Source: an optimization exercise on an open RTL-to-GDS flow (aim: small area and a short achievable clock period). Production flows keep margins and buffers that such runs may drop.
RTL that was checked went through simulation tests only; none was proved equivalent to the original.
No activity file was given, so power comes from the tool's default toggle rates.

// alu_d
module alu_d #(parameter N = 32)
(
  input clk, rst,
  input [1:0] inp_valid,
  input mode,
  input [3:0] cmd,
  input ce, cin,
  input [N-1:0] opa, opb,
  output reg err, g, l, e,
  output oflow, cout,
  output [(2*N-1):0] res
);
Settings: LEC_CHECK=0, ABC_AREA=1, CAP_MARGIN=20, CORE_MARGIN=2, CORE_UTILIZATION=40, CTS_BUF_LIST=sky130_fd_sc_hd__clkbuf_8, CTS_CLUSTER_DIAMETER=60, CTS_CLUSTER_SIZE=10, PLACE_DENSITY=0.6, SLEW_MARGIN=20; clock period 11.0 ns.
standard.sh (not shown) runs the stock make flow with config.mk's settings and CLKGATE_MAP_FILE= SYNTH_SCRIPT=/design/flow/synth_recipe.tcl, a recipe that flattens the netlist after the stock synthesis.
==> flow/flow/run.sh <==
#!/bin/bash
# The standard layout, with the port buffers made of a plain buffer cell
# (buf_2) instead of the delay-cell buffers buffer_ports picks by default,
# and timing repair aimed at a larger setup slack.
set -o pipefail
export BUFFER_PORTS_ARGS="-buffer_cell sky130_fd_sc_hd__buf_2"
export SETUP_SLACK_MARGIN=6
bash standard.sh > standard.log 2>&1
Rerun with:
- CORE_UTILIZATION: 40 -> 50
Result:
- critical path depth climbs by 1
- routed wire length falls by 0.73%
- fmax came out lower by 0.60%
- clock skew goes up by 0.0095 ns
- utilization went up by 11 points
Rerun with:
- CORE_UTILIZATION: 50 -> 40
- CTS_CLUSTER_SIZE: 10 -> 14
After rerunning: Register-to-register slack stays flat. Non-clock buffer count drops by 15. Combinational power went up by 5.7%. Cell area barely changes. Core utilization falls by 11 points.
Rerun with:
- CAP_MARGIN: 20 -> 0
- CTS_CLUSTER_SIZE: 14 -> 10
- SLEW_MARGIN: 20 -> 0
Effect: The new run produced a clean layout; flip-flop and latch count is unchanged; clock-buffer cell count came out higher by 11; total power climbs by 1.0%; cell area barely changes; setup slack improved by 0.024 ns; via count hardly moves; global-route usage stays flat; non-clock buffer count shrinks by 6; routed wire length stays flat.

========
Another version of the RTL of alu_d (not shown whole).
Size: ~250 flip-flops, roughly 0.036 mm^2 of cells after synthesis.
clock: 11.0 ns
lec_check: 0
abc_area: 1
cap_margin: 20
core_margin: 2
core_utilization: 40
cts_buf_list: sky130_fd_sc_hd__clkbuf_8
cts_cluster_diameter: 60
cts_cluster_size: 10
place_density: 0.6
slew_margin: 20
==> flow/flow/run.sh <==
#!/bin/bash
# The standard layout, with the port buffers made of a plain buffer cell
# (buf_1) instead of the delay-cell buffers buffer_ports picks by default,
# and timing repair aimed at a larger setup slack.
set -o pipefail
export BUFFER_PORTS_ARGS="-buffer_cell sky130_fd_sc_hd__buf_1"
export SETUP_SLACK_MARGIN=6.45
bash standard.sh > standard.log 2>&1
The baseline produced a clean layout.
Next try:
--- a/flow/flow/run.sh
+++ b/flow/flow/run.sh
@@ -7 +7 @@
-export SETUP_SLACK_MARGIN=6.45
+export SETUP_SLACK_MARGIN=6
GPL_ROUTABILITY_DRIVEN = 0   (was default)
What happened:
- register-to-register slack is worse by 450 ps
- worst setup slack degrades by 150 ps
- synthesized cell count is unchanged
- critical path depth is lower by 2
- clock-buffer cell count drops by 2
- routed wire length is lower by a little under a tenth

========
alu_d again, from the RTL that the note above started with.
Settings: LEC_CHECK=0, ABC_AREA=1, CAP_MARGIN=20, CORE_MARGIN=2, CORE_UTILIZATION=40, CTS_BUF_LIST=sky130_fd_sc_hd__clkbuf_8, CTS_CLUSTER_DIAMETER=60, CTS_CLUSTER_SIZE=10, PLACE_DENSITY=0.6, SLEW_MARGIN=20; clock period 11.0 ns.
==> flow/flow/run.sh <==
#!/bin/bash
# The standard layout, with the port buffers made of a plain buffer cell
# (buf_1) instead of the delay-cell buffers buffer_ports picks by default,
# and timing repair aimed at a larger setup slack.
set -o pipefail
export BUFFER_PORTS_ARGS="-buffer_cell sky130_fd_sc_hd__buf_1"
export SETUP_SLACK_MARGIN=6.15
bash standard.sh > standard.log 2>&1
The baseline ran to the end with no violations.
Rerun with:
--- a/flow/flow/run.sh
+++ b/flow/flow/run.sh
@@ -5,4 +5,4 @@
 set -o pipefail
 export BUFFER_PORTS_ARGS="-buffer_cell sky130_fd_sc_hd__buf_1"
-export SETUP_SLACK_MARGIN=6.15
+export SETUP_SLACK_MARGIN=5.85
 bash standard.sh > standard.log 2>&1
Result:
- non-clock buffer count falls by 6
- cell area decreases by 1.7%
- count of clock-buffer cells in the layout stays the same
- area after synthesis is unchanged
- via count hardly moves
- clock skew grows by 3.0 ps
- setup slack is worse by 270 ps
- routed wire length is lower by 0.78%
- die area stays the same
- final cell count stays flat
Rerun with:
==> flow/run.sh (new file) <==
#!/bin/bash
# synth_recipe.tcl (not shown) runs the flow's synth.tcl, then flattens the netlist and writes it again
# the make line also repeats each setting of config.mk as NAME=value (left out here)
make -C /OpenROAD-flow-scripts/flow DESIGN_CONFIG=/design/flow/config.mk WORK_HOME=/design/flow/orfs CLKGATE_MAP_FILE= SYNTH_SCRIPT=/design/flow/synth_recipe.tcl finish
--- a/flow/config.mk
+++ b/flow/config.mk
@@ -14,3 +14,4 @@
 export CTS_CLUSTER_SIZE = 10
 export PLACE_DENSITY = 0.6
+export SETUP_SLACK_MARGIN = 5
 export SLEW_MARGIN = 20
removed: flow/flow/run.sh
removed: flow/standard.sh
Effect:
- The changed run passed the timing, design-rule and antenna checks
- final area went up by 2.0%
- via count is lower by 1.7%
- power increases by 2.3%
- die area does not change
- area after synthesis is unchanged
- global-route usage is lower by 0.28 points
Rerun with:
==> flow/flow/run.sh (new file) <==
#!/bin/bash
# The standard layout, with the port buffers made of a plain buffer cell
# (buf_1) instead of the delay-cell buffers buffer_ports picks by default,
# and timing repair aimed at a larger setup slack.
set -o pipefail
export BUFFER_PORTS_ARGS="-buffer_cell sky130_fd_sc_hd__buf_1"
export SETUP_SLACK_MARGIN=6.3
bash standard.sh > standard.log 2>&1
==> flow/standard.sh (new file) <==
#!/bin/bash
# synth_recipe.tcl (not shown) runs the flow's synth.tcl, then flattens the netlist and writes it again
# the make line also repeats each setting of config.mk as NAME=value (left out here)
make -C /OpenROAD-flow-scripts/flow DESIGN_CONFIG=/design/flow/config.mk WORK_HOME=/design/flow/orfs CLKGATE_MAP_FILE= SYNTH_SCRIPT=/design/flow/synth_recipe.tcl "${@:-finish}"
--- a/flow/config.mk
+++ b/flow/config.mk
@@ -14,4 +14,3 @@
 export CTS_CLUSTER_SIZE = 10
 export PLACE_DENSITY = 0.6
-export SETUP_SLACK_MARGIN = 5
 export SLEW_MARGIN = 20
removed: flow/run.sh
Effect: Setup slack gets better by 1000 ps; wire length increases slightly; cell area went up by a few percent; sequential power hardly moves; synthesized area stays the same; non-clock buffer count went up by 49; final cell count rose slightly; total power went up by a few percent; via count rose by a few percent.
Rerun with:
--- a/flow/flow/run.sh
+++ b/flow/flow/run.sh
@@ -5,4 +5,4 @@
 set -o pipefail
 export BUFFER_PORTS_ARGS="-buffer_cell sky130_fd_sc_hd__buf_1"
-export SETUP_SLACK_MARGIN=6.3
+export SETUP_SLACK_MARGIN=6
 bash standard.sh > standard.log 2>&1
What happened: The changed run ran to the end with no violations. Routed wire length shrinks by about 0.8%. Sequential power is about the same. Combinational power shrinks by about 8%. Non-clock buffer count shrinks by 37. Worst setup slack gets worse by 210 ps. Worst hold slack gets better by 5.7 ps. Register-to-register slack gets worse by 290 ps. Count of clock-buffer cells in the layout grows by 2. Design area shrinks by 4.6%. Utilization shrinks by 2.1 points. Critical path depth shrinks by 2.
Rerun with:
--- a/flow/config.mk
+++ b/flow/config.mk
@@ -10,5 +10,5 @@
 export CORE_MARGIN = 2
 export CORE_UTILIZATION = 40
-export CTS_BUF_LIST = sky130_fd_sc_hd__clkbuf_8
+export CTS_BUF_LIST = sky130_fd_sc_hd__clkbuf_8 sky130_fd_sc_hd__clkbuf_16
 export CTS_CLUSTER_DIAMETER = 60
 export CTS_CLUSTER_SIZE = 10
Synthesized area does not change.
Global-route usage is about the same.
Count of clock-buffer cells in the layout is unchanged.
Power rises by 5.6%.
Synthesized cell count does not change.

========
== sierra ==
Starting RTL as in the previous note.
clock: 11.0 ns
lec_check: 0
abc_area: 1
cap_margin: 20
core_margin: 2
core_utilization: 40
cts_buf_list: sky130_fd_sc_hd__clkbuf_8
cts_cluster_diameter: 60
cts_cluster_size: 10
place_density: 0.6
slew_margin: 20
==> flow/flow/run.sh <==
#!/bin/bash
# The standard layout, with the port buffers made of a plain buffer cell
# (buf_1) instead of the delay-cell buffers buffer_ports picks by default,
# and timing repair aimed at a larger setup slack.
set -o pipefail
export BUFFER_PORTS_ARGS="-buffer_cell sky130_fd_sc_hd__buf_1"
export SETUP_SLACK_MARGIN=6.22
bash standard.sh > standard.log 2>&1
Input changes introduced in onyx (baseline for comparison: sierra):
==> flow/flow/run.sh <==
#!/bin/bash
# The standard layout, with the port buffers made of a plain buffer cell
# (buf_2) instead of the delay-cell buffers buffer_ports picks by default,
# and timing repair aimed at a larger setup slack.
set -o pipefail
export BUFFER_PORTS_ARGS="-buffer_cell sky130_fd_sc_hd__buf_2"
export SETUP_SLACK_MARGIN=6
bash standard.sh > standard.log 2>&1
In onyx, insertion delay of the later-clocked pin in the worst-skew pair is higher than in sierra.
Side by side, post-route cell area turned out lower in onyx than in sierra.
onyx: clock buffer count in the final layout 2.6% below sierra
For onyx, the classification of the worst setup path was register to register, unlike sierra, where it was register to primary output.

========
alu_d, a different RTL version from the one above (not shown whole).
Size: ~4,500 cells after synthesis, roughly 150 I/O pins, about 0.036 sq mm of cells after synthesis.
## alu_d
module alu_d #(parameter N = 32)
(
  input clk, rst,
  input [1:0] inp_valid,
  input mode,
  input [3:0] cmd,
  input ce, cin,
  input [N-1:0] opa, opb,
  output reg err, g, l, e,
  output oflow, cout,
  output [(2*N-1):0] res
);
clock: 11.0 ns
lec_check: 0
abc_area: 1
cap_margin: 20
core_margin: 2
core_utilization: 40
cts_cluster_diameter: 60
cts_cluster_size: 10
place_density: 0.6
slew_margin: 20
==> flow/flow/run.sh <==
#!/bin/bash
# The standard layout, with the port buffers made of a plain buffer cell
# (buf_2) instead of the delay-cell buffers buffer_ports picks by default,
# and timing repair aimed at a larger setup slack.
set -o pipefail
export BUFFER_PORTS_ARGS="-buffer_cell sky130_fd_sc_hd__buf_2"
export SETUP_SLACK_MARGIN=6
bash standard.sh > standard.log 2>&1
Edit:
--- a/flow/config.mk
+++ b/flow/config.mk
@@ -13,3 +13,3 @@
 export CTS_CLUSTER_SIZE = 10
-export PLACE_DENSITY = 0.6
+export PLACE_DENSITY = 0.75
 export SLEW_MARGIN = 20
After rerunning: Power rose by about 4%. Die area does not change. Wire length fell by 2.7%. Core utilization rose by 0.46 points. Sequential power barely changes. Cell area rose by 1.1%. Hold slack degrades by 4.4 ps. Count of clock-buffer cells in the layout rose by 5. Maximum frequency stays flat.
Function was not checked in any run of this note: the RTL went through the layout flow alone.

## static timing again, ports no longer ideal
The flow's constraints put no driver on any port. The routed layouts listed below were extracted and timed again, unchanged, in two steps. Step 1 assumes that a clkbuf_16 drives the clock port and a buf_2 every other input. Step 2 also shifts input and output timing later by t, the mid clock arrival at the registers, as if the neighbouring blocks saw the same clock. Three values: ideal, step 1, step 2; two values: the first two.
run	t, ns	setup slack, ns	worst hold slack (ns)
the first run of note 1	0.695	6.060 / 5.999 / 5.851	0.400 / 0.400 / 0.400
the second run of note 1	0.690	6.030 / 5.961 / 5.793	0.395 / 0.395 / 0.395
the third run of note 1	0.741	6.037 / 5.978 / 5.839	0.395 / 0.395 / 0.395
the fourth run of note 1	0.695	6.060 / 5.999 / 5.851	0.400 / 0.400 / 0.400
the first run of note 2	0.717	6.215 / 6.156 / 5.930	0.406 / 0.406 / 0.406
the second run of note 2	0.681	6.069 / 6.014 / 5.890	0.400 / 0.400 / 0.400
the first run of note 3	0.675	6.213 / 6.173 / 5.929	0.415 / 0.415 / 0.415
the second run of note 3	0.674	5.946 / 5.946 / 5.923	0.415 / 0.415 / 0.415
the third run of note 3	0.693	5.266 / 5.203 / 5.435	0.399 / 0.399 / 0.399
the fourth run of note 3	0.684	6.301 / 6.237 / 5.878	0.409 / 0.409 / 0.409
the fifth run of note 3	0.675	6.096 / 6.080 / 5.912	0.415 / 0.415 / 0.415
the sixth run of note 3	0.625	6.080 / 6.065 / 5.894	0.412 / 0.412 / 0.412
sierra	0.678	6.189 / 6.129 / 5.903	0.415 / 0.415 / 0.415
onyx	0.712	6.085 / 6.076 / 6.054	0.407 / 0.407 / 0.407
the first run of note 5	0.623	6.071 / 6.002 / 5.633	0.403 / 0.403 / 0.403
the second run of note 5	0.655	6.068 / 6.009 / 5.721	0.399 / 0.399 / 0.399
After both steps setup and hold are still met in every run listed. For the first run of note 5, which loses most, drivers alone change the setup slack by -0.069 ns; drivers and shift together by -0.438 ns.
